Source: an optimization exercise on an open RTL-to-GDS flow (aim: small area). Production flows keep margins and buffers that such runs may drop. RTL that was checked went through simulation tests only; none was proved equivalent to the original. Function not checked in runs 1 and 3: the RTL went through the layout flow alone. Power and IR drop assume default switching activity.

==> flow/design.v <==
module add_32(
    input  [31:0] a,
    input  [31:0] b,
    input         ci,
    output [31:0] c,
    output        co
);
    reg [31:0] p, g;
    integer i, j;
    always @* begin
        p = a ^ b;
        g = a & b;
        g[0] = g[0] | (p[0] & ci);
        for (i = 1; i <= 5; i = i + 1)
            for (j = 2**i - 1; j < 32; j = j + 2**i) begin
                g[j] = g[j] | (p[j] & g[j - 2**(i-1)]);
                p[j] = p[j] & p[j - 2**(i-1)];
            end
        for (i = 5; i > 0; i = i - 1)
            for (j = 2**i + 2**(i-1) - 1; j < 32; j = j + 2**i) begin
                g[j] = g[j] | (p[j] & g[j - 2**(i-1)]);
                p[j] = p[j] & p[j - 2**(i-1)];
            end
    end
    assign c = a ^ b ^ {g[30:0], ci};
    assign co = g[31];
endmodule
module inc30(
    input  [31:0] a,
    output [31:0] y
);
    wire [32:2] cy;
    assign cy[2] = 1'b1;
    genvar i;
    generate
        for (i = 2; i < 32; i = i + 1) begin : carry
            assign cy[i+1] = cy[i] & a[i];
        end
    endgenerate
    assign y = {a[31:2] ^ cy[31:2], a[1:0]};
endmodule
module REG32(
    input             clk,
    input             rst,
    input      [31:0] D,
    output reg [31:0] Q
);
    always @(posedge clk or posedge rst) begin
        if (rst) Q <= 32'b0;
        else Q <= D;
    end
endmodule
module Pipeline_IF(
    input wire clk_IF,
    input wire rst_IF,
    input wire [31:0] PC_in_IF,
    input wire PCSrc,
    output wire [31:0] PC_out_IF
);
    wire [31:0] PC_q;
    wire [31:0] PC_4;
    inc30 pc4(.a(PC_q), .y(PC_4));
    wire [31:0] PC_next = PCSrc ? PC_in_IF : PC_4;
    REG32 PC(
        .clk(clk_IF),
        .rst(rst_IF),
        .D(PC_next),
        .Q(PC_q)
    );
    assign PC_out_IF = PC_q;
endmodule
module IF_reg_ID(
    input wire clk_IFID,
    input wire rst_IFID,
    input wire[31:0] PC_in_IFID,
    input wire[31:0] inst_in_IFID,
    output reg [31:0] PC_out_IFID,
    output reg [31:0] inst_out_IFID
);
always @(posedge clk_IFID or posedge rst_IFID) begin
    if (rst_IFID) begin
        PC_out_IFID <= 32'b0;
        inst_out_IFID <= 32'b0;
    end
    else begin
        PC_out_IFID <= PC_in_IFID;
        inst_out_IFID <= inst_in_IFID;
    end
end
endmodule
module Regs(
    input clk,
    input rst,
    input [3:0] Rs1_lo,      
    input [7:0] Rs1_hi,      
    input [3:0] Rs2_lo,
    input [7:0] Rs2_hi,
    input [4:0] Wt_addr,
    input [31:0] Wt_data,
    input RegWrite,
    output [31:0] Rs1_data,
    output [31:0] Rs2_data
);
    reg [32*32-1:32] register;
    reg [31:1] valid;
    wire [31:1] we;
    wire [31:1] sel1, sel2;
    genvar i, b;
    generate
        for (i = 1; i < 32; i = i + 1) begin : dec
            assign we[i] = RegWrite && (Wt_addr == i);
            assign sel1[i] = valid[i] & Rs1_lo[i % 4] & Rs1_hi[i / 4];
            assign sel2[i] = valid[i] & Rs2_lo[i % 4] & Rs2_hi[i / 4];
        end
    endgenerate
    integer k;
    always @(posedge clk) begin
        for (k = 1; k < 32; k = k + 1)
            if (we[k]) register[k*32 +: 32] <= Wt_data;
    end
    always @(posedge clk or posedge rst) begin
        if (rst) valid <= 31'b0;
        else valid <= valid | we;
    end
    generate
        for (b = 0; b < 32; b = b + 1) begin : rd
            wire [31:1] col;
            for (i = 1; i < 32; i = i + 1) begin : c
                assign col[i] = register[i*32 + b];
            end
            rf_rbit r1(.d(col), .s(sel1), .y(Rs1_data[b]));
            rf_rbit r2(.d(col), .s(sel2), .y(Rs2_data[b]));
        end
    endgenerate
endmodule
module rf_rbit(input [31:1] d, input [31:1] s, output y);
    assign y = |(d & s);
endmodule
module ImmGen(
  input [3:0]   ImmType,      
  input [31:2]  inst_field,
  output [31:0] Imm_out
);
    wire [31:0] i_imm = {{20{inst_field[31]}}, inst_field[31:20]};
    wire [31:0] s_imm = {{20{inst_field[31]}}, inst_field[31:25], inst_field[11:7]};
    wire [31:0] b_imm = {{20{inst_field[31]}}, inst_field[7], inst_field[30:25], inst_field[11:8], 1'b0};
    wire [31:0] j_imm = {{12{inst_field[31]}}, inst_field[19:12], inst_field[20], inst_field[30:21], 1'b0};
    wire [31:0] u_imm = {inst_field[31:12], 12'h000};
    wire u = ~|ImmType;
    assign Imm_out = ({32{ImmType[0]}} & i_imm) | ({32{ImmType[1]}} & s_imm)
                   | ({32{ImmType[2]}} & b_imm) | ({32{ImmType[3]}} & j_imm)
                   | ({32{u}} & u_imm);
endmodule
module SCPU_ctrl(
  input [4:0]       OPcode,
  input [2:0]       Fun3,
  input             Fun7,
  output reg        ALUSrc_B,
  output reg        MemtoReg,    
  output reg        PCtoReg,     
  output reg [1:0]  Br,
  output reg        RegWrite,
  output reg        MemRW,
  output reg [3:0]  ALU_Control
);
  localparam AND = 4'b0000, OR = 4'b0001, XOR = 4'b0010,
             ADD = 4'b0100, SUB = 4'b0101,
             SLL = 4'b1000, SRL = 4'b1001,
             SLT = 4'b1100, SLTU = 4'b1101;
  always @* begin
    ALUSrc_B = 1'b0; MemtoReg = 1'b0; PCtoReg = 1'b0;
    Br = 2'b00; RegWrite = 1'b0; MemRW = 1'b0; ALU_Control = AND;
    case (OPcode)
    5'b01100: begin  
        RegWrite = 1'b1;
        case ({Fun3, Fun7})
            4'b0000: ALU_Control = ADD;
            4'b0001: ALU_Control = SUB;
            4'b0010: ALU_Control = SLL;
            4'b0100: ALU_Control = SLT;
            4'b0110: ALU_Control = SLTU;
            4'b1000: ALU_Control = XOR;
            4'b1010: ALU_Control = SRL;
            4'b1011: ALU_Control = SRL;    
            4'b1100: ALU_Control = OR;
            4'b1110: ALU_Control = AND;
            default: RegWrite = 1'b0;
        endcase
    end
    5'b00000: begin  
        ALUSrc_B = 1'b1; MemtoReg = 1'b1; RegWrite = 1'b1; ALU_Control = ADD;
    end
    5'b01000: begin  
        ALUSrc_B = 1'b1; MemRW = 1'b1; ALU_Control = ADD;
    end
    5'b00100: begin  
        ALUSrc_B = 1'b1; RegWrite = 1'b1;
        case (Fun3)
            3'b000: ALU_Control = ADD;
            3'b010: ALU_Control = SLT;
            3'b011: ALU_Control = SLTU;
            3'b100: ALU_Control = XOR;
            3'b110: ALU_Control = OR;
            3'b111: ALU_Control = AND;
            3'b001: ALU_Control = SLL;
            3'b101: ALU_Control = SRL;
        endcase
    end
    5'b11000: begin  
        case (Fun3)
            3'b000: begin Br = 2'b01; ALU_Control = SUB; end
            3'b001: begin Br = 2'b10; ALU_Control = SUB; end
            default: ;
        endcase
    end
    5'b11011: begin  
        PCtoReg = 1'b1; RegWrite = 1'b1; Br = 2'b11;
    end
    5'b11001: begin  
        ALUSrc_B = 1'b1; PCtoReg = 1'b1; RegWrite = 1'b1; Br = 2'b11; ALU_Control = ADD;
    end
    5'b01101: begin  
        PCtoReg = 1'b1; RegWrite = 1'b1;
    end
    default: ;
    endcase
  end
endmodule
module Pipeline_ID (
    input clk_ID,
    input rst_ID,
    input RegWrite_in_ID,
    input [4:0] Rd_addr_ID,
    input [31:0] Wt_data_ID,
    input [31:2] Inst_in_ID,
    input [3:0] ImmType_ID,
    input [3:0] Rs1_lo_ID,
    input [7:0] Rs1_hi_ID,
    input [3:0] Rs2_lo_ID,
    input [7:0] Rs2_hi_ID,
    output [4:0] Rd_addr_out_ID,
    output [31:0] Rs1_out_ID,
    output [31:0] Rs2_out_ID,
    output [31:0] Imm_out_ID,
    output ALUSrc_B_ID,
    output [3:0] ALU_control_ID,
    output [1:0] Br_ID,
    output MemRW_ID,
    output MemtoReg_ID,
    output PCtoReg_ID,
    output RegWrite_out_ID
);
    Regs Regs_0(
        .clk(clk_ID),
        .rst(rst_ID),
        .RegWrite(RegWrite_in_ID),
        .Wt_data(Wt_data_ID),
        .Wt_addr(Rd_addr_ID),
        .Rs1_lo(Rs1_lo_ID),
        .Rs1_hi(Rs1_hi_ID),
        .Rs2_lo(Rs2_lo_ID),
        .Rs2_hi(Rs2_hi_ID),
        .Rs1_data(Rs1_out_ID),
        .Rs2_data(Rs2_out_ID)
    );
    ImmGen ImmGen_0(
        .ImmType(ImmType_ID),
        .inst_field(Inst_in_ID),
        .Imm_out(Imm_out_ID)
    );
    SCPU_ctrl SCPU_ctrl_0(
        .OPcode(Inst_in_ID[6:2]),
        .Fun3(Inst_in_ID[14:12]),
        .Fun7(Inst_in_ID[30]),
        .ALUSrc_B(ALUSrc_B_ID),
        .MemtoReg(MemtoReg_ID),
        .PCtoReg(PCtoReg_ID),
        .Br(Br_ID),
        .RegWrite(RegWrite_out_ID),
        .MemRW(MemRW_ID),
        .ALU_Control(ALU_control_ID)
    );
    assign Rd_addr_out_ID = Inst_in_ID[11:7];
endmodule
module ID_reg_Ex(
    input clk_IDEX,
    input rst_IDEX,
    input [31:0] PC_in_IDEX,
    input [31:0] inst_in_IDEX,
    output reg [31:0] PC_out_IDEX,
    output [31:2] inst_out_IDEX,
    output reg [3:0] ImmType_out_IDEX,   
    output reg [3:0] Rs1_lo_IDEX,
    output reg [7:0] Rs1_hi_IDEX,
    output reg [3:0] Rs2_lo_IDEX,
    output reg [7:0] Rs2_hi_IDEX
);
    reg [31:2] ir;
    wire [4:0] op = inst_in_IDEX[6:2];
    wire [3:0] imm_type;
    assign imm_type[0] = op == 5'b00000 || op == 5'b00100 || op == 5'b11001;
    assign imm_type[1] = op == 5'b01000;
    assign imm_type[2] = op == 5'b11000 && inst_in_IDEX[14:13] == 2'b00;
    assign imm_type[3] = op == 5'b11011;
    always @ (posedge clk_IDEX or posedge rst_IDEX) begin
        if (rst_IDEX) begin
            PC_out_IDEX <= 32'b0;
            ir <= 30'b0;
            ImmType_out_IDEX <= 4'b0;
            Rs1_lo_IDEX <= 4'b0;
            Rs1_hi_IDEX <= 8'b0;
            Rs2_lo_IDEX <= 4'b0;
            Rs2_hi_IDEX <= 8'b0;
        end
        else begin
            PC_out_IDEX <= PC_in_IDEX;
            ir <= {inst_in_IDEX[31:3], ~inst_in_IDEX[2]};
            ImmType_out_IDEX <= imm_type;
            Rs1_lo_IDEX <= 4'b1 << inst_in_IDEX[16:15];
            Rs1_hi_IDEX <= 8'b1 << inst_in_IDEX[19:17];
            Rs2_lo_IDEX <= 4'b1 << inst_in_IDEX[21:20];
            Rs2_hi_IDEX <= 8'b1 << inst_in_IDEX[24:22];
        end
    end
    assign inst_out_IDEX = {ir[31:3], ~ir[2]};
endmodule
module ALU (
  input [31:0]  A,
  input [31:0]  B,
  input [3:0]   ALU_operation,
  output reg [31:0] res
);
  wire sub = ALU_operation[3] | ALU_operation[0];
  wire [31:0] Bx = B ^ {32{sub}};
  wire [31:0] sum;
  wire co;
  add_32 adder(.a(A), .b(Bx), .ci(sub), .c(sum), .co(co));
  wire ltu = ~co;
  wire lt = (A[31] ^ B[31]) ? A[31] : sum[31];
  wire left = ~ALU_operation[0];
  function [31:0] rev(input [31:0] x);
    integer j;
    for (j = 0; j < 32; j = j + 1) rev[j] = x[31-j];
  endfunction
  wire [31:0] sh_in = left ? rev(A) : A;
  wire [31:0] sh = sh_in >> B[4:0];
  wire [31:0] sh_out = left ? rev(sh) : sh;
  always @(*) begin
    case (ALU_operation[3:2])
      2'b00: case (ALU_operation[1:0])
               2'b00: res = A & B;
               2'b01: res = A | B;
               default: res = A ^ B;
             endcase
      2'b01: res = sum;
      2'b10: res = sh_out;
      default: res = {31'b0, ALU_operation[0] ? ltu : lt};
    endcase
  end
endmodule
module Pipeline_Ex(
    input [31:0] PC_in_EX,
    input [31:0] Rs1_in_EX,
    input [31:0] Rs2_in_EX,
    input [31:0] Imm_in_EX,
    input ALUSrc_B_in_EX,
    input [3:0] ALU_control_in_EX,
    output [31:0] PC_out_EX,
    output [31:0] PC4_out_EX,
    output [31:0] ALU_out_EX
);
add_32 target(
    .a(PC_in_EX),
    .b(Imm_in_EX),
    .ci(1'b0),
    .co(),
    .c(PC_out_EX)
);
inc30 pc4(.a(PC_in_EX), .y(PC4_out_EX));
ALU alu_inst(
    .A(Rs1_in_EX),
    .B(ALUSrc_B_in_EX ? Imm_in_EX : Rs2_in_EX),
    .ALU_operation(ALU_control_in_EX),
    .res(ALU_out_EX)
);
endmodule
module Ex_reg_Mem(
  input clk_EXMem,
  input rst_EXMem,
  input [31:0] PC_in_EXMem,
  input [31:0] PC4_in_EXMem,
  input [4:0] Rd_addr_EXMem,
  input [31:0] ALU_in_EXMem,
  input [31:0] Rs2_in_EXMem,
  input [1:0] Br_in_EXMem,
  input MemRW_in_EXMem,
  input MemtoReg_in_EXMem,
  input PCtoReg_in_EXMem,
  input RegWrite_in_EXMem,
  output reg [31:0] PC_out_EXMem,
  output reg [31:0] PC4_out_EXMem,
  output reg [4:0] Rd_addr_out_EXMem,
  output reg [31:0] ALU_out_EXMem,
  output reg [31:0] Rs2_out_EXMem,
  output reg [1:0] Br_out_EXMem,
  output reg MemRW_out_EXMem,
  output reg MemtoReg_out_EXMem,
  output reg PCtoReg_out_EXMem,
  output reg RegWrite_out_EXMem
);
  always @(posedge clk_EXMem) begin
    PC_out_EXMem <= PC_in_EXMem;
    PC4_out_EXMem <= PC4_in_EXMem;
    Rd_addr_out_EXMem <= Rd_addr_EXMem;
  end
  always @(posedge clk_EXMem or posedge rst_EXMem) begin
    if (rst_EXMem) begin
      ALU_out_EXMem <= 32'b0;
      Rs2_out_EXMem <= 32'b0;
      Br_out_EXMem <= 2'b0;
      MemRW_out_EXMem <= 1'b0;
      MemtoReg_out_EXMem <= 1'b0;
      PCtoReg_out_EXMem <= 1'b0;
      RegWrite_out_EXMem <= 1'b0;
    end
    else begin
      ALU_out_EXMem <= ALU_in_EXMem;
      Rs2_out_EXMem <= Rs2_in_EXMem;
      Br_out_EXMem <= Br_in_EXMem;
      MemRW_out_EXMem <= MemRW_in_EXMem;
      MemtoReg_out_EXMem <= MemtoReg_in_EXMem;
      PCtoReg_out_EXMem <= PCtoReg_in_EXMem;
      RegWrite_out_EXMem <= RegWrite_in_EXMem;
    end
  end
endmodule
module Pipeline_Mem(
    input [1:0] Br_in_Mem,
    input [31:0] ALU_in_Mem,
    output PCSrc
);
wire zero = ~|ALU_in_Mem;
assign PCSrc = (Br_in_Mem == 2'b11) | (Br_in_Mem == 2'b01 & zero) | (Br_in_Mem == 2'b10 & ~zero);
endmodule
module Mem_reg_WB(
  input clk_MemWB,
  input rst_MemWB,
  input [31:0] Data_in_MemWB,
  input [4:0] Rd_addr_MemWB,
  input RegWrite_in_MemWB,
  output reg [31:0] Data_out_MemWB,
  output reg [31:0] Wt_data_MemWB,
  output reg [4:0] Wt_addr_MemWB,
  output reg RegWrite_out_MemWB
);
  reg [4:0] Rd_addr_q;
  reg RegWrite_q;
  always @(posedge clk_MemWB) begin
    Rd_addr_q <= Rd_addr_MemWB;
    Wt_data_MemWB <= Data_out_MemWB;
    Wt_addr_MemWB <= Rd_addr_q;
  end
  always @(posedge clk_MemWB or posedge rst_MemWB) begin
    if (rst_MemWB) begin
      Data_out_MemWB <= 32'b0;
      RegWrite_q <= 1'b0;
      RegWrite_out_MemWB <= 1'b0;
    end
    else begin
      Data_out_MemWB <= Data_in_MemWB;
      RegWrite_q <= RegWrite_in_MemWB;
      RegWrite_out_MemWB <= RegWrite_q;
    end
  end
endmodule
module Pipeline_WB(
    input MemtoReg_in_WB,
    input PCtoReg_in_WB,
    input [31:0] ALU_in_WB,
    input [31:0] DMem_data_WB,
    input [31:0] PC4_in_WB,
    output [31:0] Data_out_WB
);
assign Data_out_WB = MemtoReg_in_WB ? DMem_data_WB : PCtoReg_in_WB ? PC4_in_WB : ALU_in_WB;
endmodule
module Pipeline_CPU(
    input clk,
    input rst,
    input[31:0] Data_in,
    input[31:0] inst_IF,
    output[31:0] PC_out_IF,
    output[31:0] PC_out_ID,
    output[31:0] inst_ID,
    output[31:0] PC_out_EX,
    output       MemRW_Ex,
    output       MemRW_Mem,
    output[31:0] Addr_out,
    output[31:0] Data_out,
    output[31:0] Data_out_WB
);
    wire [31:0] pc_if;
    wire [31:0] pc_id, inst_id;
    wire [31:0] pc_ex;
    wire [31:2] ir_ex;
    wire [3:0]  immtype_ex;
    wire [3:0]  rs1lo_ex, rs2lo_ex;
    wire [7:0]  rs1hi_ex, rs2hi_ex;
    wire [4:0]  rd_ex;
    wire [31:0] rs1_ex, rs2_ex, imm_ex;
    wire        alusrc_ex, memrw_ex, memtoreg_ex, pctoreg_ex, regwrite_ex;
    wire [3:0]  aluctl_ex;
    wire [1:0]  br_ex;
    wire [31:0] target_ex, pc4_ex, alu_ex;
    wire [31:0] target_mem, pc4_mem, alu_mem, rs2_mem;
    wire [4:0]  rd_mem;
    wire [1:0]  br_mem;
    wire        memrw_mem, memtoreg_mem, pctoreg_mem, regwrite_mem;
    wire        pcsrc;
    wire [31:0] wb_next, wb_data, wt_data;
    wire [4:0]  wt_addr;
    wire        wt_en;
    Pipeline_IF Instruction_Fetch (
        .clk_IF(clk),
        .rst_IF(rst),
        .PC_in_IF(target_mem),
        .PCSrc(pcsrc),
        .PC_out_IF(pc_if)
    );
    IF_reg_ID IF_reg_ID (
        .clk_IFID(clk),
        .rst_IFID(rst),
        .PC_in_IFID(pc_if),
        .inst_in_IFID(inst_IF),
        .PC_out_IFID(pc_id),
        .inst_out_IFID(inst_id)
    );
    ID_reg_Ex ID_reg_Ex (
        .clk_IDEX(clk),
        .rst_IDEX(rst),
        .PC_in_IDEX(pc_id),
        .inst_in_IDEX(inst_id),
        .PC_out_IDEX(pc_ex),
        .inst_out_IDEX(ir_ex),
        .ImmType_out_IDEX(immtype_ex),
        .Rs1_lo_IDEX(rs1lo_ex),
        .Rs1_hi_IDEX(rs1hi_ex),
        .Rs2_lo_IDEX(rs2lo_ex),
        .Rs2_hi_IDEX(rs2hi_ex)
    );
    Pipeline_ID Instruction_Decoder (
        .clk_ID(clk),
        .rst_ID(rst),
        .RegWrite_in_ID(wt_en),
        .Rd_addr_ID(wt_addr),
        .Wt_data_ID(wt_data),
        .Inst_in_ID(ir_ex),
        .ImmType_ID(immtype_ex),
        .Rs1_lo_ID(rs1lo_ex),
        .Rs1_hi_ID(rs1hi_ex),
        .Rs2_lo_ID(rs2lo_ex),
        .Rs2_hi_ID(rs2hi_ex),
        .Rd_addr_out_ID(rd_ex),
        .Rs1_out_ID(rs1_ex),
        .Rs2_out_ID(rs2_ex),
        .Imm_out_ID(imm_ex),
        .ALUSrc_B_ID(alusrc_ex),
        .ALU_control_ID(aluctl_ex),
        .Br_ID(br_ex),
        .MemRW_ID(memrw_ex),
        .MemtoReg_ID(memtoreg_ex),
        .PCtoReg_ID(pctoreg_ex),
        .RegWrite_out_ID(regwrite_ex)
    );
    Pipeline_Ex Execute (
        .PC_in_EX(pc_ex),
        .Rs1_in_EX(rs1_ex),
        .Rs2_in_EX(rs2_ex),
        .Imm_in_EX(imm_ex),
        .ALUSrc_B_in_EX(alusrc_ex),
        .ALU_control_in_EX(aluctl_ex),
        .PC_out_EX(target_ex),
        .PC4_out_EX(pc4_ex),
        .ALU_out_EX(alu_ex)
    );
    Ex_reg_Mem Ex_reg_Mem (
        .clk_EXMem(clk),
        .rst_EXMem(rst),
        .PC_in_EXMem(target_ex),
        .PC4_in_EXMem(pc4_ex),
        .Rd_addr_EXMem(rd_ex),
        .ALU_in_EXMem(alu_ex),
        .Rs2_in_EXMem(rs2_ex),
        .Br_in_EXMem(br_ex),
        .MemRW_in_EXMem(memrw_ex),
        .MemtoReg_in_EXMem(memtoreg_ex),
        .PCtoReg_in_EXMem(pctoreg_ex),
        .RegWrite_in_EXMem(regwrite_ex),
        .PC_out_EXMem(target_mem),
        .PC4_out_EXMem(pc4_mem),
        .Rd_addr_out_EXMem(rd_mem),
        .ALU_out_EXMem(alu_mem),
        .Rs2_out_EXMem(rs2_mem),
        .Br_out_EXMem(br_mem),
        .MemRW_out_EXMem(memrw_mem),
        .MemtoReg_out_EXMem(memtoreg_mem),
        .PCtoReg_out_EXMem(pctoreg_mem),
        .RegWrite_out_EXMem(regwrite_mem)
    );
    Pipeline_Mem Memory_Access (
        .Br_in_Mem(br_mem),
        .ALU_in_Mem(alu_mem),
        .PCSrc(pcsrc)
    );
    Pipeline_WB Write_Back (
        .MemtoReg_in_WB(memtoreg_mem),
        .PCtoReg_in_WB(pctoreg_mem),
        .ALU_in_WB(alu_mem),
        .DMem_data_WB(Data_in),
        .PC4_in_WB(pc4_mem),
        .Data_out_WB(wb_next)
    );
    Mem_reg_WB Mem_reg_WB (
        .clk_MemWB(clk),
        .rst_MemWB(rst),
        .Data_in_MemWB(wb_next),
        .Rd_addr_MemWB(rd_mem),
        .RegWrite_in_MemWB(regwrite_mem),
        .Data_out_MemWB(wb_data),
        .Wt_data_MemWB(wt_data),
        .Wt_addr_MemWB(wt_addr),
        .RegWrite_out_MemWB(wt_en)
    );
    assign PC_out_IF = pc_if;
    assign PC_out_ID = pc_id;
    assign inst_ID = inst_id;
    assign PC_out_EX = target_ex;
    assign MemRW_Ex = memrw_ex;
    assign MemRW_Mem = memrw_mem;
    assign Addr_out = alu_mem;
    assign Data_out = rs2_mem;
    assign Data_out_WB = wb_data;
endmodule
==> flow/flow/run.sh <==
#!/bin/bash
# Layout flow: the standard flow (standard.sh), with the port buffers
# made from the smallest buffer cell and the clock tree built without
# dummy loads.  Each step's full log is under orfs/logs; the output of
# standard.sh itself goes to standard.log.
set -e
export BUFFER_PORTS_ARGS="-buffer_cell sky130_fd_sc_hd__buf_1"
export CTS_ARGS="-sink_clustering_enable -repair_clock_nets -buf_list "sky130_fd_sc_hd__clkbuf_8" -sink_clustering_size 16 -sink_clustering_max_diameter 50 -dont_use_dummy_load"
bash standard.sh > standard.log 2>&1
==> flow/standard.sh <==
#!/bin/bash
# synth_recipe.tcl (not shown) runs the flow's synth.tcl, then flattens the netlist and writes it again
# the make line also repeats each setting of config.mk as NAME=value (left out here)
make -C /OpenROAD-flow-scripts/flow DESIGN_CONFIG=/design/flow/config.mk WORK_HOME=/design/flow/orfs CLKGATE_MAP_FILE= SYNTH_SCRIPT=/design/flow/synth_recipe.tcl "${@:-finish}"
==> flow/config.mk <==
export PLATFORM = sky130hd
export DESIGN_NAME = Pipeline_CPU
export DESIGN_NICKNAME = Pipeline_CPU
export VERILOG_FILES = /design/flow/design.v
export SDC_FILE = /design/flow/constraint.sdc
export NUM_CORES = 8
export LEC_CHECK = 0
export CAP_MARGIN = 0
export CORE_MARGIN = 2
export CORE_UTILIZATION = 60
export GPL_TIMING_DRIVEN = 0
export SETUP_SLACK_MARGIN = 0.15
export SLEW_MARGIN = 0
export SYNTH_HIERARCHICAL = 1
==> flow/constraint.sdc <==
create_clock -name core_clock -period 6.3 [get_ports {clk}]
set_input_delay 1.2600 -clock core_clock [delete_from_list [all_inputs] [get_ports {clk}]]
set_output_delay 1.2600 -clock core_clock [all_outputs]
set_load 0.01 [all_outputs]
==> results of run 1 <==
-- how the worst max path moves through the flow --
stage | start | to | slack (ps)
3_5_place_dp | ID_reg_Ex.Rs2_lo_IDEX[1] | Ex_reg_Mem.ALU_out_EXMem[0] | -1580
5_1_grt | ID_reg_Ex.Rs2_lo_IDEX[1] | Ex_reg_Mem.ALU_out_EXMem[0] | -130
6_report | ID_reg_Ex.Rs2_lo_IDEX[1] | Ex_reg_Mem.ALU_out_EXMem[0] | -110
2_1_floorplan | ID_reg_Ex.Rs2_lo_IDEX[3] | Ex_reg_Mem.ALU_out_EXMem[0] | 260
4_1_cts | ID_reg_Ex.Rs2_lo_IDEX[1] | Ex_reg_Mem.ALU_out_EXMem[0] | -3
3_3_place_gp | ID_reg_Ex.Rs2_lo_IDEX[3] | Ex_reg_Mem.ALU_out_EXMem[0] | -2620
-- timing repair --
item | in CTS | in global routing
setup buffers | 35 | 20
pin swaps | 31 | 27
cloned | 3 | 2
endpoints found under the hold margin | 0 | 0
gates resized for setup | 134 | 76
setup endpoints to repair | 52 | 35
-- per-layer routing --
metal	vias to the layer above	wire (um)
met5	-	181
met4	30	17100
met3	749	34500
met2	4062	99200
met1	23300	87600
li1	18900	-
-- worst register-to-register path, stage by stage, from the launching register on --
cell       delay, ps
dfrtp_4          550
buf_6            190
buf_4            190
and3_4           280
a22o_1           270
a221oi_2         180
nand3_1          250
or4_1            770
mux2_4           410
xnor2_1          180
ha_1             290
nand2_1           60
a21oi_1          300
nand4b_4         170
a2111oi_4        470
nor2_2           110
nor2_2           150
fa_2             230
xor2_2            70
mux2_4           290
o2111ai_4        230
o21ai_2          110
a211oi_2         180
o211ai_1         220
-- power by group through the flow --
stage / Clock, mW / Combinational, mW / Sequential [mW]
2_1_floorplan: 0 / 1.90 / 11.7
3_3_place_gp: 0 / 3.36 / 11.9
3_5_place_dp: 0 / 3.42 / 11.9
4_1_cts: 4.54 / 3.52 / 11.8
5_1_grt: 4.84 / 3.89 / 11.9
6_report: 4.56 / 3.70 / 11.8
-- sequential cells by signal, summed over array words and instances, names as in the netlist, 4 cells and up --
register,count
ID_reg_Ex.Rs2_lo_IDEX,4
IF_reg_ID.PC_out_IFID,32
Ex_reg_Mem.PC4_out_EXMem,32
ID_reg_Ex.PC_out_IDEX,32
Instruction_Fetch.PC.Q,32
Instruction_Decoder.Regs_0.valid,31
Mem_reg_WB.Wt_addr_MemWB,5
ID_reg_Ex.ImmType_out_IDEX,4
Ex_reg_Mem.Rs2_out_EXMem,32
ID_reg_Ex.Rs1_hi_IDEX,8
ID_reg_Ex.Rs2_hi_IDEX,8
Mem_reg_WB.Data_out_MemWB,32
ID_reg_Ex.ir,30
Ex_reg_Mem.Rd_addr_out_EXMem,5
Instruction_Decoder.Regs_0.register,992
ID_reg_Ex.Rs1_lo_IDEX,4
IF_reg_ID.inst_out_IFID,32
Mem_reg_WB.Wt_data_MemWB,32
Ex_reg_Mem.PC_out_EXMem,32
Ex_reg_Mem.ALU_out_EXMem,32
Mem_reg_WB.Rd_addr_q,5
-- final cells by class --
type | count | area, um^2 | share of cell area
sequential | 1424 | 40100 | 0.567
multi-input combinational | 2663 | 22300 | 0.316
timing repair buffer | 421 | 3150 | 0.0446
tap | 1380 | 1730 | 0.0245
clock buffer | 119 | 1640 | 0.0232
buffer | 134 | 1130 | 0.0160
inverter | 137 | 522 | 0.00739
antenna | 15 | 37.5 | 0.000532
==> flow_metrics.tcl, run 1 <==
set metrics [dict create \
    powerDensity_mw_per_mm2 284 \
    hold_buffers 0 \
    slew_headroom 0.0729 \
    die_w_um 328 \
    vias 47100 \
    rsz0062_at_grt "yes" \
    swShare 0.304 \
    fin_setup_tns_ps -188 \
    clk_latency_ps 860 \
    viasPerCell 7.48 \
    routed_wl_um 239000 \
    placed_cells 6104 \
    place_congestion 1.08 \
    p_int_mw 14.0 \
    dp_hpwl_um 168000 \
    finalSetupViolations 2 \
    grt_pass1_wl_um 330000 \
    crit_slowest_cell "or4_1" \
    layout_setup_ws_ps -108 \
    met3_usage 0.149 \
    post-route-period-util 1.02 \
    cts_inserted_buffers 119 \
    reg2reg_to "Ex_reg_Mem.ALU_out_EXMem[0]" \
    fin_area_mm2 0.0706 \
    cp_slowest_stage_delay_ps 770 \
    power_switching_mw 6.11 \
    timing.rr.start "ID_reg_Ex.Rs2_lo_IDEX[1]" \
    clk_pin_slew_ps 90 \
    first_iter_violations 8235 \
    crit_buf_inv 2 \
    cp-end-kind "flop" \
    busiest_layer "met2" \
    grt_pass1_vias 44400 \
    wl_per_cell_um 37.9 \
    holdPathEnd "Mem_reg_WB.Wt_addr_MemWB[4]" \
    final_common_cell "edfxtp_1" \
    pwr-share-clk 0.228 \
    crit_chain "buf_6 > buf_4 > and3_4 > a22o_1 > a221oi_2 > nand3_1 > or4_1 > mux2_4 > xnor2_1 > ha_1 > nand2_1 > a21oi_1 > nand4b_4 > a2111oi_4 > nor2_2 > nor2_2 > fa_2 > xor2_2 > mux2_4 > o2111ai_4 > o21ai_2 > a211oi_2 > o211ai_1" \
    drt_pass1_iterations 7 \
    path_class "reg -> reg" \
    critPathMaxFanout 16 \
    max_freq_mhz 156 \
    so.violations "negative setup slack" \
    path_delay_family "compound AO/OA/AOI/OAI gates" \
    clock_sinks 1424 \
    synthesis.area_mm2 0.0630 \
    drc 0 \
    antenna_found_initial 28 \
    synth_fp_nets 4643 \
    cp.depth 23 \
    finClkSkew_ps 109 \
    nNetsFinal 5183 \
    die-area_mm2 0.108 \
    worstPathArrival_ps 7000 \
    ir_worst_vdd_v 0.000324 \
    postSynthAreaPerCell_um2 14.4 \
    grt_overflow_total 0 \
    cts_root_buf "clkbuf_8" \
    drv_cap 0 \
    holdWs_ps 331 \
    hp-class "reg -> reg" \
    antenna_left 0 \
    period_minus_slack_ps 6410 \
    worst_ep_required_time_ps 6890 \
    min_from "Mem_reg_WB.Rd_addr_q[4]" \
    final_hold_viol_count 0 \
    syn2layout_area_growth_pct 12.1 \
    power_frac_seq 0.588 \
    fillers 7233 \
    final_cell_mix "992 x edfxtp_1, 781 x a22oi_1, 314 x dfrtp_1" \
    leakage_nw 25.4 \
    drive_gt1_frac 0.155 \
    critPathLaunchType "flop" \
    final_cells 6293 \
    cts_tree "yes" \
    h-tree-depth 3 \
    total_power_mw 20.1 \
    grt.total_usage 0.436 \
    whs_path_depth 0 \
    port_buffers 291 \
    initial_core_util 0.607 \
    comb_power_share 0.184 \
    reg2reg_depth 23 \
    post-place-ws_ps -1580 \
    num_rows 118 \
    cts_buffer_depth 3 \
    core_area_mm2 0.104 \
    met1_usage 0.601 \
    syn_inst 4360 \
    rrSetupSlack_ps -110 \
    use_met2 0.606 \
    postPlaceCellArea_mm2 0.0676 \
    fin_util 0.680 \
    finalMaxSlewViolations 0 \
    die_y_um 328 \
    grt_max_degree 65 \
    synth-warning-count 15 \
    status "failed layout checks" \
    worstMarginPinSlew_ps 1380 \
    pin_count 292 \
]
==> run 2, diff against run 1 <==
--- a/flow/design.v
+++ b/flow/design.v
@@ -134,7 +134,54 @@
     endgenerate
 endmodule
 module rf_rbit(input [31:1] d, input [31:1] s, output y);
-    assign y = |(d & s);
+    wire [10:0] t;
+    genvar i;
+    generate
+        for (i = 0; i < 10; i = i + 1) begin : g
+            cell_aoi222 u(.a1(d[3*i+1]), .a2(s[3*i+1]), .b1(d[3*i+2]), .b2(s[3*i+2]),
+                          .c1(d[3*i+3]), .c2(s[3*i+3]), .y(t[i]));
+        end
+    endgenerate
+    cell_nand2 u10(.a(d[31]), .b(s[31]), .y(t[10]));
+    wire u0, u1, u2;
+    cell_nand4 n0(.a(t[0]), .b(t[1]), .c(t[2]), .d(t[3]), .y(u0));
+    cell_nand4 n1(.a(t[4]), .b(t[5]), .c(t[6]), .d(t[7]), .y(u1));
+    cell_nand3 n2(.a(t[8]), .b(t[9]), .c(t[10]), .y(u2));
+    cell_or3 o(.a(u0), .b(u1), .c(u2), .y(y));
+endmodule
+module cell_aoi222(input a1, a2, b1, b2, c1, c2, output y);
+    assign y = ~((a1 & a2) | (b1 & b2) | (c1 & c2));
+endmodule
+module cell_nand2(input a, b, output y);
+    assign y = ~(a & b);
+endmodule
+module cell_nand3(input a, b, c, output y);
+    assign y = ~(a & b & c);
+endmodule
+module cell_nand4(input a, b, c, d, output y);
+    assign y = ~(a & b & c & d);
+endmodule
+module cell_or3(input a, b, c, output y);
+    assign y = a | b | c;
+endmodule
+module cell_inv(input a, output y);
+    assign y = ~a;
+endmodule
+module cell_nor2(input a, b, output y);
+    assign y = ~(a | b);
+endmodule
+module cell_xor2(input a, b, output y);
+    assign y = a ^ b;
+endmodule
+module cell_aoi22(input a1, a2, b1, b2, output y);
+    assign y = ~((a1 & a2) | (b1 & b2));
+endmodule
+module cell_mux2i(input a0, a1, s, output y);
+    assign y = ~(s ? a1 : a0);
+endmodule
+module cell_ha(input a, b, output c, output s);
+    assign c = a & b;
+    assign s = a ^ b;
 endmodule
 module ImmGen(
   input [3:0]   ImmType,      
@@ -328,35 +375,94 @@
   input [31:0]  A,
   input [31:0]  B,
   input [3:0]   ALU_operation,
-  output reg [31:0] res
+  output [31:0] res
 );
-  wire sub = ALU_operation[3] | ALU_operation[0];
-  wire [31:0] Bx = B ^ {32{sub}};
-  wire [31:0] sum;
+  wire [3:0] op = ALU_operation;
+  wire sub = op[2] & (op[3] | op[0]);
+  wire c_and = op[3:1] == 3'b000;                    
+  wire c_xor = op[3:2] == 2'b00 & (op[1] | op[0]);   
+  wire s_sum = op[3:2] == 2'b01;
+  wire s_sr  = op[3:2] == 2'b10 & op[0];
+  wire s_sl  = op[3:2] == 2'b10 & ~op[0];
+  wire s_lt  = op[3:2] == 2'b11;
+  wire [31:0] g, p, sum;
   wire co;
-  add_32 adder(.a(A), .b(Bx), .ci(sub), .c(sum), .co(co));
-  wire ltu = ~co;
-  wire lt = (A[31] ^ B[31]) ? A[31] : sum[31];
-  wire left = ~ALU_operation[0];
-  function [31:0] rev(input [31:0] x);
-    integer j;
-    for (j = 0; j < 32; j = j + 1) rev[j] = x[31-j];
-  endfunction
-  wire [31:0] sh_in = left ? rev(A) : A;
-  wire [31:0] sh = sh_in >> B[4:0];
-  wire [31:0] sh_out = left ? rev(sh) : sh;
-  always @(*) begin
-    case (ALU_operation[3:2])
-      2'b00: case (ALU_operation[1:0])
-               2'b00: res = A & B;
-               2'b01: res = A | B;
-               default: res = A ^ B;
-             endcase
-      2'b01: res = sum;
-      2'b10: res = sh_out;
-      default: res = {31'b0, ALU_operation[0] ? ltu : lt};
-    endcase
+  genvar i;
+  generate
+    for (i = 0; i < 32; i = i + 1) begin : pg
+      wire bx;
+      cell_xor2 x(.a(B[i]), .b(sub), .y(bx));
+      cell_ha h(.a(A[i]), .b(bx), .c(g[i]), .s(p[i]));
+    end
+  endgenerate
+  alu_carry carry(.p(p), .g(g), .ci(sub), .s(sum), .co(co));
+  wire lt = op[0] ? ~co : (p[31] ? sum[31] : A[31]);
+  wire lt_n;
+  cell_nand2 ltn(.a(s_lt), .b(lt), .y(lt_n));
+  wire [31:0] sr;
+  alu_shift shifter(.A(A), .s(B[4:0]), .left(~op[0]), .sr(sr));
+  generate
+    for (i = 0; i < 32; i = i + 1) begin : rb
+      wire n1, n2;
+      cell_aoi22 l(.a1(c_and), .a2(g[i]), .b1(c_xor), .b2(p[i]), .y(n1));
+      cell_aoi222 m(.a1(s_sum), .a2(sum[i]), .b1(s_sr), .b2(sr[i]), .c1(s_sl), .c2(sr[31-i]), .y(n2));
+      if (i == 0) begin : b0
+        cell_nand3 o(.a(n1), .b(n2), .c(lt_n), .y(res[i]));
+      end else begin : bn
+        cell_nand2 o(.a(n1), .b(n2), .y(res[i]));
+      end
+    end
+  endgenerate
+endmodule
+module alu_carry(
+  input  [31:0] p,
+  input  [31:0] g,
+  input         ci,
+  output [31:0] s,
+  output        co
+);
+  reg [31:0] pp, gg;
+  integer i, j;
+  always @* begin
+    pp = p;
+    gg = g;
+    gg[0] = gg[0] | (pp[0] & ci);
+    for (i = 1; i <= 5; i = i + 1)
+      for (j = 2**i - 1; j < 32; j = j + 2**i) begin
+        gg[j] = gg[j] | (pp[j] & gg[j - 2**(i-1)]);
+        pp[j] = pp[j] & pp[j - 2**(i-1)];
+      end
+    for (i = 5; i > 0; i = i - 1)
+      for (j = 2**i + 2**(i-1) - 1; j < 32; j = j + 2**i) begin
+        gg[j] = gg[j] | (pp[j] & gg[j - 2**(i-1)]);
+        pp[j] = pp[j] & pp[j - 2**(i-1)];
+      end
   end
+  assign s = p ^ {gg[30:0], ci};
+  assign co = gg[31];
+endmodule
+module alu_shift(input [31:0] A, input [4:0] s, input left, output [31:0] sr);
+  wire [31:0] v [0:5];
+  wire [4:0] sn;
+  genvar i, k;
+  generate
+    for (i = 0; i < 32; i = i + 1) begin : r
+      cell_mux2i m(.a0(A[i]), .a1(A[31-i]), .s(left), .y(v[0][i]));   
+    end
+    for (k = 0; k < 5; k = k + 1) begin : st
+      cell_inv si(.a(s[k]), .y(sn[k]));
+      for (i = 0; i < 32; i = i + 1) begin : b
+        if (i + 2**k < 32) begin : m
+          cell_mux2i m(.a0(v[k][i]), .a1(v[k][i + 2**k]), .s(s[k]), .y(v[k+1][i]));
+        end else if (k % 2 == 0) begin : z
+          cell_nor2 z(.a(s[k]), .b(v[k][i]), .y(v[k+1][i]));
+        end else begin : z
+          cell_nand2 z(.a(sn[k]), .b(v[k][i]), .y(v[k+1][i]));
+        end
+      end
+    end
+  endgenerate
+  assign sr = v[5];
 endmodule
 module Pipeline_Ex(
     input [31:0] PC_in_EX,
@@ -481,7 +587,18 @@
     input [31:0] PC4_in_WB,
     output [31:0] Data_out_WB
 );
-assign Data_out_WB = MemtoReg_in_WB ? DMem_data_WB : PCtoReg_in_WB ? PC4_in_WB : ALU_in_WB;
+wire s_mem = MemtoReg_in_WB;
+wire s_pc = ~MemtoReg_in_WB & PCtoReg_in_WB;
+wire s_alu = ~MemtoReg_in_WB & ~PCtoReg_in_WB;
+genvar i;
+generate
+    for (i = 0; i < 32; i = i + 1) begin : m
+        wire n;
+        cell_aoi222 u(.a1(s_mem), .a2(DMem_data_WB[i]), .b1(s_pc), .b2(PC4_in_WB[i]),
+                      .c1(s_alu), .c2(ALU_in_WB[i]), .y(n));
+        cell_inv v(.a(n), .y(Data_out_WB[i]));
+    end
+endgenerate
 endmodule
 module Pipeline_CPU(
     input clk,
==> flow/config.mk (replaced) <==
export PLATFORM = sky130hd
export DESIGN_NAME = Pipeline_CPU
export DESIGN_NICKNAME = Pipeline_CPU
export VERILOG_FILES = /design/flow/design.v
export SDC_FILE = /design/flow/constraint.sdc
export NUM_CORES = 8
export LEC_CHECK = 0
export CAP_MARGIN = 20
export CORE_MARGIN = 2
export CORE_UTILIZATION = 60
export GPL_TIMING_DRIVEN = 0
export SETUP_SLACK_MARGIN = 0.1
export SLEW_MARGIN = 20
export SYNTH_HIERARCHICAL = 1
==> run 2 against run 1 <==
The run now finishes clean. Power decreased by 2.2%. Synthesized area decreased by 7.4%. Sequential share of layout area increased by 3.5 points. Largest cell class unchanged.
==> flow_metrics.tcl, run 2 <==
set metrics [dict create \
    status "timing/DRC/antenna clean" \
    die_w_um 316 \
    crit_buf_inv 1 \
    clk_pin_slew_ps 100 \
    crit_chain "and3_4 > a222oi_1 > nand4_1 > or3_4 > mux2_8 > xor2_1 > ha_1 > ha_2 > or2_4 > ha_4 > o211ai_1 > buf_4 > a211oi_2 > nor3_2 > o31ai_4 > a41oi_4 > o211a_1 > nor2_1 > ha_2 > nor2_4 > xnor2_2 > a222oi_1 > nand2_1" \
    antenna_found_initial 18 \
    layout_setup_ws_ps 157 \
    postPlaceCellArea_mm2 0.0642 \
    post-place-ws_ps -466 \
    leakage_nw 24.7 \
    slew_headroom 0.189 \
    p_int_mw 14.0 \
    worst_ep_required_time_ps 7020 \
    placed_cells 5250 \
    core_area_mm2 0.0966 \
    path_class "reg -> reg" \
    pwr-share-clk 0.242 \
    hp-class "reg -> reg" \
    cts_tree "yes" \
    wl_per_cell_um 40.7 \
    final-seq-area_mm2 0.0401 \
    port_buffers 291 \
    grt_overflow_total 0 \
    cts_buffer_depth 3 \
    drive_gt1_frac 0.155 \
    comb_power_share 0.161 \
    syn2layout_area_growth_pct 14.1 \
    cp-end-kind "flop" \
    finalMaxSlewViolations 0 \
    drc 0 \
    critPathMaxFanout 8 \
    postSynthAreaPerCell_um2 16.4 \
    power_frac_seq 0.597 \
    cts_inserted_buffers 131 \
    first_iter_violations 10700 \
    power_switching_mw 5.64 \
    final_cells 5416 \
    regMostFlops "Instruction_Decoder.Regs_0.register" \
    final_hold_viol_count 0 \
    finalSetupViolations 0 \
    final_cell_mix "992 x edfxtp_1, 704 x a222oi_1, 314 x dfrtp_1" \
    fillers 6360 \
    powerDensity_mw_per_mm2 295 \
    clk_latency_ps 880 \
    grt.total_usage 0.440 \
    grt_pass1_wl_um 306000 \
    drv_cap 0 \
    grt_pass1_vias 42300 \
    synth_fp_nets 3780 \
    crit_slowest_cell "dfrtp_2" \
    dp_hpwl_um 154000 \
    swShare 0.287 \
    rsz0062_at_grt "yes" \
    num_rows 114 \
    die-area_mm2 0.0998 \
    vias 43000 \
    h-tree-depth 4 \
    syn_inst 3559 \
    post-route-period-util 0.975 \
    viasPerCell 7.94 \
    finClkSkew_ps 95.2 \
    max_freq_mhz 163 \
    hold_buffers 0 \
    cts_root_buf "clkbuf_8" \
    pin_count 292 \
    period_minus_slack_ps 6140 \
    multiInputGateArea_mm2 0.0181 \
    clock_sinks 1424 \
    die_y_um 316 \
    nNetsFinal 4354 \
    initial_core_util 0.604 \
    final_common_cell "edfxtp_1" \
    ir_worst_vdd_v 0.000354 \
    cp_slowest_stage_delay_ps 520 \
    drt_pass1_iterations 17 \
    antenna_left 0 \
    synthesis.area_mm2 0.0584 \
    worstPathArrival_ps 6860 \
    critPathLaunchType "flop" \
    worstMarginPinSlew_ps 1220 \
    place_congestion 0.976 \
    routed_wl_um 221000 \
    grt_max_degree 58 \
    path_delay_family "simple AND/OR/NAND/NOR gates" \
    largest_reg_flops 992 \
    fin_area_mm2 0.0666 \
    synth-warning-count 16 \
]
-- run 2: area by class of cell --
type | count | area share
multi-input cells | 1987 | 0.272
well taps | 1276 | 0.0240
diodes | 9 | 0.000338
clock buffers | 131 | 0.0271
repair buffers | 439 | 0.0615
plain buffers | 70 | 0.00838
flip-flops and latches | 1424 | 0.602
inverters | 80 | 0.00462
-- run 2: worst paths after layout --
| path | slack [ps] | startpoint | cells past startpoint | to |
|---|---|---|---|---|
| max | 160 | ID_reg_Ex.Rs2_lo_IDEX[3] | 23 | Ex_reg_Mem.ALU_out_EXMem[31] |
| min | 320 | Ex_reg_Mem.Rd_addr_out_EXMem[3] | 0 | Mem_reg_WB.Rd_addr_q[3] |
| max reg2reg | 160 | ID_reg_Ex.Rs2_lo_IDEX[3] | 23 | Ex_reg_Mem.ALU_out_EXMem[31] |
| min reg2reg | 320 | Ex_reg_Mem.Rd_addr_out_EXMem[3] | 0 | Mem_reg_WB.Rd_addr_q[3] |
| max in group asynchronous | 4810 | rst | 3 | ID_reg_Ex.PC_out_IDEX[31] |
| min in group asynchronous | 650 | rst | 2 | Ex_reg_Mem.Rs2_out_EXMem[17] |
-- run 2: timing repair --
item	4_1_cts	5_1_grt
endpoints found under the hold margin	0	0
endpoints found under the setup margin	31	19
pin swaps	9	26
gates cloned	1	1
gates resized for setup	23	49
setup buffers	5	19
-- run 2: routing by layer --
layer / GRT usage / vias to the layer above / wire, um
met5: 0.00663 / - / 228
li1: - / 16800 / -
met1: 0.535 / 20900 / 70500
met4: 0.306 / 18 / 19200
met3: 0.173 / 935 / 34900
met2: 0.647 / 4346 / 95800
-- run 2: stage by stage --
step	setup TNS, ps	hold slack, ps	total power [mW]	utilization
after floorplan	0	310	13.4	-
after global placement	-27130	314	14.7	0.632
after detailed placement	-4720	312	14.9	0.665
after CTS	0	330	19.5	0.685
after global routing	0	347	20.2	0.689
final	0	323	19.6	0.689
-- run 2: power by group through the flow --
stage	logic (mW)	clock network, mW	registers, mW
2_1_floorplan	1.70	0	11.7
3_3_place_gp	2.90	0	11.8
3_5_place_dp	3.00	0	11.9
4_1_cts	3.06	4.72	11.7
5_1_grt	3.37	5.07	11.8
6_report	3.15	4.75	11.7
==> run 3, diff against run 2 <==
--- a/flow/design.v
+++ b/flow/design.v
@@ -91,10 +91,8 @@
 module Regs(
     input clk,
     input rst,
-    input [3:0] Rs1_lo,      
-    input [7:0] Rs1_hi,      
-    input [3:0] Rs2_lo,
-    input [7:0] Rs2_hi,
+    input [4:0] Rs1_addr,
+    input [4:0] Rs2_addr,
     input [4:0] Wt_addr,
     input [31:0] Wt_data,
     input RegWrite,
@@ -109,8 +107,8 @@
     generate
         for (i = 1; i < 32; i = i + 1) begin : dec
             assign we[i] = RegWrite && (Wt_addr == i);
-            assign sel1[i] = valid[i] & Rs1_lo[i % 4] & Rs1_hi[i / 4];
-            assign sel2[i] = valid[i] & Rs2_lo[i % 4] & Rs2_hi[i / 4];
+            assign sel1[i] = valid[i] & (Rs1_addr == i);
+            assign sel2[i] = valid[i] & (Rs2_addr == i);
         end
     endgenerate
     integer k;
@@ -279,23 +277,10 @@
     input RegWrite_in_ID,
     input [4:0] Rd_addr_ID,
     input [31:0] Wt_data_ID,
-    input [31:2] Inst_in_ID,
-    input [3:0] ImmType_ID,
-    input [3:0] Rs1_lo_ID,
-    input [7:0] Rs1_hi_ID,
-    input [3:0] Rs2_lo_ID,
-    input [7:0] Rs2_hi_ID,
-    output [4:0] Rd_addr_out_ID,
+    input [31:0] Inst_in_ID,
     output [31:0] Rs1_out_ID,
     output [31:0] Rs2_out_ID,
-    output [31:0] Imm_out_ID,
-    output ALUSrc_B_ID,
-    output [3:0] ALU_control_ID,
-    output [1:0] Br_ID,
-    output MemRW_ID,
-    output MemtoReg_ID,
-    output PCtoReg_ID,
-    output RegWrite_out_ID
+    output [3:0] ImmType_ID     
 );
     Regs Regs_0(
         .clk(clk_ID),
@@ -303,73 +288,53 @@
         .RegWrite(RegWrite_in_ID),
         .Wt_data(Wt_data_ID),
         .Wt_addr(Rd_addr_ID),
-        .Rs1_lo(Rs1_lo_ID),
-        .Rs1_hi(Rs1_hi_ID),
-        .Rs2_lo(Rs2_lo_ID),
-        .Rs2_hi(Rs2_hi_ID),
+        .Rs1_addr(Inst_in_ID[19:15]),
+        .Rs2_addr(Inst_in_ID[24:20]),
         .Rs1_data(Rs1_out_ID),
         .Rs2_data(Rs2_out_ID)
     );
-    ImmGen ImmGen_0(
-        .ImmType(ImmType_ID),
-        .inst_field(Inst_in_ID),
-        .Imm_out(Imm_out_ID)
-    );
-    SCPU_ctrl SCPU_ctrl_0(
-        .OPcode(Inst_in_ID[6:2]),
-        .Fun3(Inst_in_ID[14:12]),
-        .Fun7(Inst_in_ID[30]),
-        .ALUSrc_B(ALUSrc_B_ID),
-        .MemtoReg(MemtoReg_ID),
-        .PCtoReg(PCtoReg_ID),
-        .Br(Br_ID),
-        .RegWrite(RegWrite_out_ID),
-        .MemRW(MemRW_ID),
-        .ALU_Control(ALU_control_ID)
-    );
-    assign Rd_addr_out_ID = Inst_in_ID[11:7];
+    wire [4:0] op = Inst_in_ID[6:2];
+    assign ImmType_ID[0] = op == 5'b00000 || op == 5'b00100 || op == 5'b11001;
+    assign ImmType_ID[1] = op == 5'b01000;
+    assign ImmType_ID[2] = op == 5'b11000 && Inst_in_ID[14:13] == 2'b00;
+    assign ImmType_ID[3] = op == 5'b11011;
 endmodule
 module ID_reg_Ex(
     input clk_IDEX,
     input rst_IDEX,
     input [31:0] PC_in_IDEX,
     input [31:0] inst_in_IDEX,
+    input [3:0] ImmType_in_IDEX,
+    input [31:0] Rs1_in_IDEX,
+    input [31:0] Rs2_in_IDEX,
     output reg [31:0] PC_out_IDEX,
     output [31:2] inst_out_IDEX,
-    output reg [3:0] ImmType_out_IDEX,   
-    output reg [3:0] Rs1_lo_IDEX,
-    output reg [7:0] Rs1_hi_IDEX,
-    output reg [3:0] Rs2_lo_IDEX,
-    output reg [7:0] Rs2_hi_IDEX
+    output [3:0] ImmType_out_IDEX,     
+    output reg [31:0] Rs1_out_IDEX,
+    output reg [31:0] Rs2_out_IDEX
 );
+    localparam [31:2] INV = 30'b0 | (30'b1 << (4 - 2)) | (30'b111 << (12 - 2));
     reg [31:2] ir;
-    wire [4:0] op = inst_in_IDEX[6:2];
-    wire [3:0] imm_type;
-    assign imm_type[0] = op == 5'b00000 || op == 5'b00100 || op == 5'b11001;
-    assign imm_type[1] = op == 5'b01000;
-    assign imm_type[2] = op == 5'b11000 && inst_in_IDEX[14:13] == 2'b00;
-    assign imm_type[3] = op == 5'b11011;
+    reg [3:0] it;    
+    always @ (posedge clk_IDEX) begin
+        Rs1_out_IDEX <= Rs1_in_IDEX;
+    end
     always @ (posedge clk_IDEX or posedge rst_IDEX) begin
         if (rst_IDEX) begin
             PC_out_IDEX <= 32'b0;
             ir <= 30'b0;
-            ImmType_out_IDEX <= 4'b0;
-            Rs1_lo_IDEX <= 4'b0;
-            Rs1_hi_IDEX <= 8'b0;
-            Rs2_lo_IDEX <= 4'b0;
-            Rs2_hi_IDEX <= 8'b0;
+            it <= 4'b0;
+            Rs2_out_IDEX <= 32'b0;
         end
         else begin
             PC_out_IDEX <= PC_in_IDEX;
-            ir <= {inst_in_IDEX[31:3], ~inst_in_IDEX[2]};
-            ImmType_out_IDEX <= imm_type;
-            Rs1_lo_IDEX <= 4'b1 << inst_in_IDEX[16:15];
-            Rs1_hi_IDEX <= 8'b1 << inst_in_IDEX[19:17];
-            Rs2_lo_IDEX <= 4'b1 << inst_in_IDEX[21:20];
-            Rs2_hi_IDEX <= 8'b1 << inst_in_IDEX[24:22];
+            ir <= inst_in_IDEX[31:2] ^ INV;
+            it <= ImmType_in_IDEX ^ 4'b0001;
+            Rs2_out_IDEX <= Rs2_in_IDEX;
         end
     end
-    assign inst_out_IDEX = {ir[31:3], ~ir[2]};
+    assign inst_out_IDEX = ir ^ INV;
+    assign ImmType_out_IDEX = it ^ 4'b0001;
 endmodule
 module ALU (
   input [31:0]  A,
@@ -466,18 +431,44 @@
 endmodule
 module Pipeline_Ex(
     input [31:0] PC_in_EX,
+    input [31:2] Inst_in_EX,
+    input [3:0] ImmType_in_EX,
     input [31:0] Rs1_in_EX,
     input [31:0] Rs2_in_EX,
-    input [31:0] Imm_in_EX,
-    input ALUSrc_B_in_EX,
-    input [3:0] ALU_control_in_EX,
     output [31:0] PC_out_EX,
     output [31:0] PC4_out_EX,
-    output [31:0] ALU_out_EX
+    output [31:0] ALU_out_EX,
+    output [4:0] Rd_addr_EX,
+    output [1:0] Br_EX,
+    output MemRW_EX,
+    output MemtoReg_EX,
+    output PCtoReg_EX,
+    output RegWrite_EX
+);
+wire [31:0] imm;
+wire alusrc;
+wire [3:0] aluctl;
+ImmGen ImmGen_0(
+    .ImmType(ImmType_in_EX),
+    .inst_field(Inst_in_EX),
+    .Imm_out(imm)
+);
+SCPU_ctrl SCPU_ctrl_0(
+    .OPcode(Inst_in_EX[6:2]),
+    .Fun3(Inst_in_EX[14:12]),
+    .Fun7(Inst_in_EX[30]),
+    .ALUSrc_B(alusrc),
+    .MemtoReg(MemtoReg_EX),
+    .PCtoReg(PCtoReg_EX),
+    .Br(Br_EX),
+    .RegWrite(RegWrite_EX),
+    .MemRW(MemRW_EX),
+    .ALU_Control(aluctl)
 );
+assign Rd_addr_EX = Inst_in_EX[11:7];
 add_32 target(
     .a(PC_in_EX),
-    .b(Imm_in_EX),
+    .b(imm),
     .ci(1'b0),
     .co(),
     .c(PC_out_EX)
@@ -485,8 +476,8 @@
 inc30 pc4(.a(PC_in_EX), .y(PC4_out_EX));
 ALU alu_inst(
     .A(Rs1_in_EX),
-    .B(ALUSrc_B_in_EX ? Imm_in_EX : Rs2_in_EX),
-    .ALU_operation(ALU_control_in_EX),
+    .B(alusrc ? imm : Rs2_in_EX),
+    .ALU_operation(aluctl),
     .res(ALU_out_EX)
 );
 endmodule
@@ -555,27 +546,20 @@
   input [4:0] Rd_addr_MemWB,
   input RegWrite_in_MemWB,
   output reg [31:0] Data_out_MemWB,
-  output reg [31:0] Wt_data_MemWB,
-  output reg [4:0] Wt_addr_MemWB,
+  output reg [4:0] Rd_addr_out_MemWB,
   output reg RegWrite_out_MemWB
 );
-  reg [4:0] Rd_addr_q;
-  reg RegWrite_q;
   always @(posedge clk_MemWB) begin
-    Rd_addr_q <= Rd_addr_MemWB;
-    Wt_data_MemWB <= Data_out_MemWB;
-    Wt_addr_MemWB <= Rd_addr_q;
+    Rd_addr_out_MemWB <= Rd_addr_MemWB;
   end
   always @(posedge clk_MemWB or posedge rst_MemWB) begin
     if (rst_MemWB) begin
       Data_out_MemWB <= 32'b0;
-      RegWrite_q <= 1'b0;
       RegWrite_out_MemWB <= 1'b0;
     end
     else begin
       Data_out_MemWB <= Data_in_MemWB;
-      RegWrite_q <= RegWrite_in_MemWB;
-      RegWrite_out_MemWB <= RegWrite_q;
+      RegWrite_out_MemWB <= RegWrite_in_MemWB;
     end
   end
 endmodule
@@ -616,16 +600,13 @@
     output[31:0] Data_out_WB
 );
     wire [31:0] pc_if;
-    wire [31:0] pc_id, inst_id;
-    wire [31:0] pc_ex;
+    wire [31:0] pc_id, inst_id, rs1_id, rs2_id;
+    wire [3:0]  immtype_id;
+    wire [31:0] pc_ex, rs1_ex, rs2_ex;
     wire [31:2] ir_ex;
     wire [3:0]  immtype_ex;
-    wire [3:0]  rs1lo_ex, rs2lo_ex;
-    wire [7:0]  rs1hi_ex, rs2hi_ex;
     wire [4:0]  rd_ex;
-    wire [31:0] rs1_ex, rs2_ex, imm_ex;
-    wire        alusrc_ex, memrw_ex, memtoreg_ex, pctoreg_ex, regwrite_ex;
-    wire [3:0]  aluctl_ex;
+    wire        memrw_ex, memtoreg_ex, pctoreg_ex, regwrite_ex;
     wire [1:0]  br_ex;
     wire [31:0] target_ex, pc4_ex, alu_ex;
     wire [31:0] target_mem, pc4_mem, alu_mem, rs2_mem;
@@ -633,9 +614,9 @@
     wire [1:0]  br_mem;
     wire        memrw_mem, memtoreg_mem, pctoreg_mem, regwrite_mem;
     wire        pcsrc;
-    wire [31:0] wb_next, wb_data, wt_data;
-    wire [4:0]  wt_addr;
-    wire        wt_en;
+    wire [31:0] wb_next, wb_data;
+    wire [4:0]  rd_wb;
+    wire        regwrite_wb;
     Pipeline_IF Instruction_Fetch (
         .clk_IF(clk),
         .rst_IF(rst),
@@ -651,53 +632,46 @@
         .PC_out_IFID(pc_id),
         .inst_out_IFID(inst_id)
     );
+    Pipeline_ID Instruction_Decoder (
+        .clk_ID(clk),
+        .rst_ID(rst),
+        .RegWrite_in_ID(regwrite_wb),
+        .Rd_addr_ID(rd_wb),
+        .Wt_data_ID(wb_data),
+        .Inst_in_ID(inst_id),
+        .Rs1_out_ID(rs1_id),
+        .Rs2_out_ID(rs2_id),
+        .ImmType_ID(immtype_id)
+    );
     ID_reg_Ex ID_reg_Ex (
         .clk_IDEX(clk),
         .rst_IDEX(rst),
         .PC_in_IDEX(pc_id),
         .inst_in_IDEX(inst_id),
+        .ImmType_in_IDEX(immtype_id),
+        .Rs1_in_IDEX(rs1_id),
+        .Rs2_in_IDEX(rs2_id),
         .PC_out_IDEX(pc_ex),
         .inst_out_IDEX(ir_ex),
         .ImmType_out_IDEX(immtype_ex),
-        .Rs1_lo_IDEX(rs1lo_ex),
-        .Rs1_hi_IDEX(rs1hi_ex),
-        .Rs2_lo_IDEX(rs2lo_ex),
-        .Rs2_hi_IDEX(rs2hi_ex)
-    );
-    Pipeline_ID Instruction_Decoder (
-        .clk_ID(clk),
-        .rst_ID(rst),
-        .RegWrite_in_ID(wt_en),
-        .Rd_addr_ID(wt_addr),
-        .Wt_data_ID(wt_data),
-        .Inst_in_ID(ir_ex),
-        .ImmType_ID(immtype_ex),
-        .Rs1_lo_ID(rs1lo_ex),
-        .Rs1_hi_ID(rs1hi_ex),
-        .Rs2_lo_ID(rs2lo_ex),
-        .Rs2_hi_ID(rs2hi_ex),
-        .Rd_addr_out_ID(rd_ex),
-        .Rs1_out_ID(rs1_ex),
-        .Rs2_out_ID(rs2_ex),
-        .Imm_out_ID(imm_ex),
-        .ALUSrc_B_ID(alusrc_ex),
-        .ALU_control_ID(aluctl_ex),
-        .Br_ID(br_ex),
-        .MemRW_ID(memrw_ex),
-        .MemtoReg_ID(memtoreg_ex),
-        .PCtoReg_ID(pctoreg_ex),
-        .RegWrite_out_ID(regwrite_ex)
+        .Rs1_out_IDEX(rs1_ex),
+        .Rs2_out_IDEX(rs2_ex)
     );
     Pipeline_Ex Execute (
         .PC_in_EX(pc_ex),
+        .Inst_in_EX(ir_ex),
+        .ImmType_in_EX(immtype_ex),
         .Rs1_in_EX(rs1_ex),
         .Rs2_in_EX(rs2_ex),
-        .Imm_in_EX(imm_ex),
-        .ALUSrc_B_in_EX(alusrc_ex),
-        .ALU_control_in_EX(aluctl_ex),
         .PC_out_EX(target_ex),
         .PC4_out_EX(pc4_ex),
-        .ALU_out_EX(alu_ex)
+        .ALU_out_EX(alu_ex),
+        .Rd_addr_EX(rd_ex),
+        .Br_EX(br_ex),
+        .MemRW_EX(memrw_ex),
+        .MemtoReg_EX(memtoreg_ex),
+        .PCtoReg_EX(pctoreg_ex),
+        .RegWrite_EX(regwrite_ex)
     );
     Ex_reg_Mem Ex_reg_Mem (
         .clk_EXMem(clk),
@@ -743,9 +717,8 @@
         .Rd_addr_MemWB(rd_mem),
         .RegWrite_in_MemWB(regwrite_mem),
         .Data_out_MemWB(wb_data),
-        .Wt_data_MemWB(wt_data),
-        .Wt_addr_MemWB(wt_addr),
-        .RegWrite_out_MemWB(wt_en)
+        .Rd_addr_out_MemWB(rd_wb),
+        .RegWrite_out_MemWB(regwrite_wb)
     );
     assign PC_out_IF = pc_if;
     assign PC_out_ID = pc_id;
--- a/flow/config.mk
+++ b/flow/config.mk
@@ -9,6 +9,5 @@
 export CORE_MARGIN = 2
 export CORE_UTILIZATION = 60
 export GPL_TIMING_DRIVEN = 0
-export SETUP_SLACK_MARGIN = 0.1
 export SLEW_MARGIN = 20
 export SYNTH_HIERARCHICAL = 1
==> run 3 against run 2 <==
Wire length up 0.77%. Sequential power about the same. Setup slack worse by 45 ps. Final area down 0.38%. Critical path type is now reg -> out. Global-route usage down 0.28 points. Combinational power up 3%. Utilization down 0.36 points. Critical endpoint is now PC_out_EX[23]. Non-clock buffer count unchanged.
==> flow_metrics.tcl, run 3 <==
set metrics [dict create \
    cts_inserted_buffers 133 \
    crit_buf_inv 3 \
    drv_cap 0 \
    largest_reg_flops 992 \
    min_from "Ex_reg_Mem.RegWrite_out_EXMem" \
    antenna_found_initial 20 \
    critPathLaunchType "flop" \
    initial_core_util 0.605 \
    nNetsFinal 4363 \
    drive_gt1_frac 0.149 \
    num_rows 114 \
    crit_slowest_cell "ha_1" \
    reg2reg_to "Instruction_Fetch.PC.Q[31]" \
    worstPathArrival_ps 4930 \
    top_layer "met5" \
    wl_met3_um 34100 \
    slew_headroom 0.193 \
    whs_path_depth 0 \
    drt_pass1_iterations 14 \
    m1WireLength_um 71600 \
    cp_slowest_stage_delay_ps 540 \
    final_common_cell "edfxtp_1" \
    critPathMaxFanout 10 \
    path_class "reg -> out" \
    synthesis.area_mm2 0.0585 \
    first_iter_violations 11000 \
    grt_pass1_wl_um 305000 \
    finalMaxSlewViolations 0 \
    vias 43200 \
    leakage_nw 24.7 \
    place_congestion 1.02 \
    cts_tree "yes" \
    status "timing/DRC/antenna clean" \
    syn2layout_area_growth_pct 13.4 \
    ir_worst_vdd_v 0.000221 \
    synth-warning-count 16 \
    cts_root_buf "clkbuf_8" \
    synth_fp_nets 3794 \
    regMostFlops "Instruction_Decoder.Regs_0.register" \
    placed_cells 5276 \
    holdPathEnd "Mem_reg_WB.RegWrite_out_MemWB" \
    die_w_um 316 \
    core_area_mm2 0.0967 \
    dp_hpwl_um 154000 \
    met2_wirelength_um 95800 \
    powerDensity_mw_per_mm2 302 \
    die-area_mm2 0.100 \
    finClkSkew_ps 107 \
    h-tree-depth 4 \
    cts_buffer_depth 3 \
    clk_pin_slew_ps 100 \
    crit_chain "buf_4 > buf_2 > o31ai_4 > nand3_1 > ha_1 > nand4_1 > or3_1 > o22a_4 > and3_1 > o31ai_2 > fa_1 > xor2_1 > buf_1" \
    max_freq_mhz 162 \
    timing.rr.start "Instruction_Fetch.PC.Q[3]" \
    fillers 6507 \
    cp-end-kind "primary output" \
    reg2reg_depth 30 \
    clock_sinks 1426 \
    grt.total_usage 0.437 \
    final_hold_viol_count 0 \
    post-route-period-util 0.982 \
    grt_overflow_total 0 \
    path_delay_family "simple AND/OR/NAND/NOR gates" \
    die_y_um 316 \
    syn_inst 3573 \
    pin_count 292 \
    viasPerCell 7.96 \
    antenna_left 0 \
    clk_latency_ps 880 \
    grt_max_degree 63 \
    hp-class "reg -> reg" \
    total_power_mw 20.0 \
    finalSetupViolations 0 \
    worst_ep_required_time_ps 5040 \
    routed_wl_um 222000 \
    postSynthAreaPerCell_um2 16.4 \
    drc 0 \
    worstMarginPinSlew_ps 1210 \
    final_cell_mix "992 x edfxtp_1, 704 x a222oi_1, 298 x dfrtp_1" \
    rrSetupSlack_ps 220 \
    grt_pass1_vias 41800 \
    wl_per_cell_um 41.0 \
    period_minus_slack_ps 6190 \
    hold_buffers 0 \
    port_buffers 291 \
    final_cells 5427 \
]
==> run 3: worst reg2reg max path: cells and delay by family (launching register included) <==
family	cells	cell delay, ps
multiplexers	1	260
XOR/XNOR	1	160
flip-flops	1	420
adder cells (fa/ha/maj)	28	5120
==> run 3: stage by stage <==
| stage | area [um^2] | setup WS, ps | hold WS (ps) | util | setup TNS (ps) |
|---|---|---|---|---|---|
| after floorplan | 58500 | 355 | 310 | - | 0 |
| after global placement | 61200 | -1970 | 320 | 0.633 | -67500 |
| after detailed placement | 64300 | -94.4 | 312 | 0.665 | -438 |
| after CTS | 66100 | 3.77 | 343 | 0.684 | 0 |
| after global routing | 66300 | -5.65 | 347 | 0.686 | -5.65 |
| final | 66300 | 112 | 333 | 0.686 | 0 |
==> run 3: worst max-delay path by stage <==
| stage | end | startpoint | slack, ps | cells after the start |
|---|---|---|---|---|
| 6_report | PC_out_EX[23] | ID_reg_Ex.it[2] | 110 | 13 |
| 5_1_grt | Instruction_Fetch.PC.Q[31] | Instruction_Fetch.PC.Q[2] | -6 | 30 |
| 4_1_cts | Instruction_Fetch.PC.Q[31] | Instruction_Fetch.PC.Q[2] | 4 | 30 |
| 3_5_place_dp | Ex_reg_Mem.ALU_out_EXMem[21] | ID_reg_Ex.ir[2] | -90 | 23 |
| 3_3_place_gp | ID_reg_Ex.Rs1_out_IDEX[14] | IF_reg_ID.inst_out_IFID[15] | -1970 | 6 |
| 2_1_floorplan | Ex_reg_Mem.ALU_out_EXMem[21] | ID_reg_Ex.ir[2] | 350 | 23 |
==> run 3: layout make-up <==
cell class | count | area, um^2 | share of cell area
clock buffer | 133 | 1830 | 0.0276
inverter | 86 | 333 | 0.00502
antenna | 11 | 27.5 | 0.000415
sequential | 1426 | 40200 | 0.605
multi-input combinational | 1986 | 17900 | 0.270
timing repair buffer | 433 | 3870 | 0.0583
tap | 1276 | 1600 | 0.0241
buffer | 76 | 598 | 0.00902
==> run 3: per-layer routing <==
| layer | GRT usage | up-vias |
|---|---|---|
| met5 | 0.00900 | - |
| met4 | 0.318 | 14 |
| met3 | 0.148 | 982 |
| met2 | 0.650 | 4248 |
| met1 | 0.537 | 21100 |
| li1 | - | 16800 |
==> run 3: power breakdown <==
group	leakage (nW)	internal [mW]	total [mW]	switching, mW
logic	9.58	1.25	3.24	2.00
clock network	0.956	1.88	4.82	2.94
registers	14.2	11.0	12.0	0.987
==> run 3: what timing repair did <==
item,in CTS,in global routing
gates resized for setup,3,14
setup buffers,1,5
gates cloned,0,1
pin swaps,0,3
endpoints found under the setup margin,15,16

Setup slack of run 3, layout unchanged: 0.112 ns with ideal ports, 0.038 ns with driving cells assumed (clock clkbuf_16, inputs buf_2), 0.219 ns with port delays also shifted by the 0.906 ns mid clock arrival.
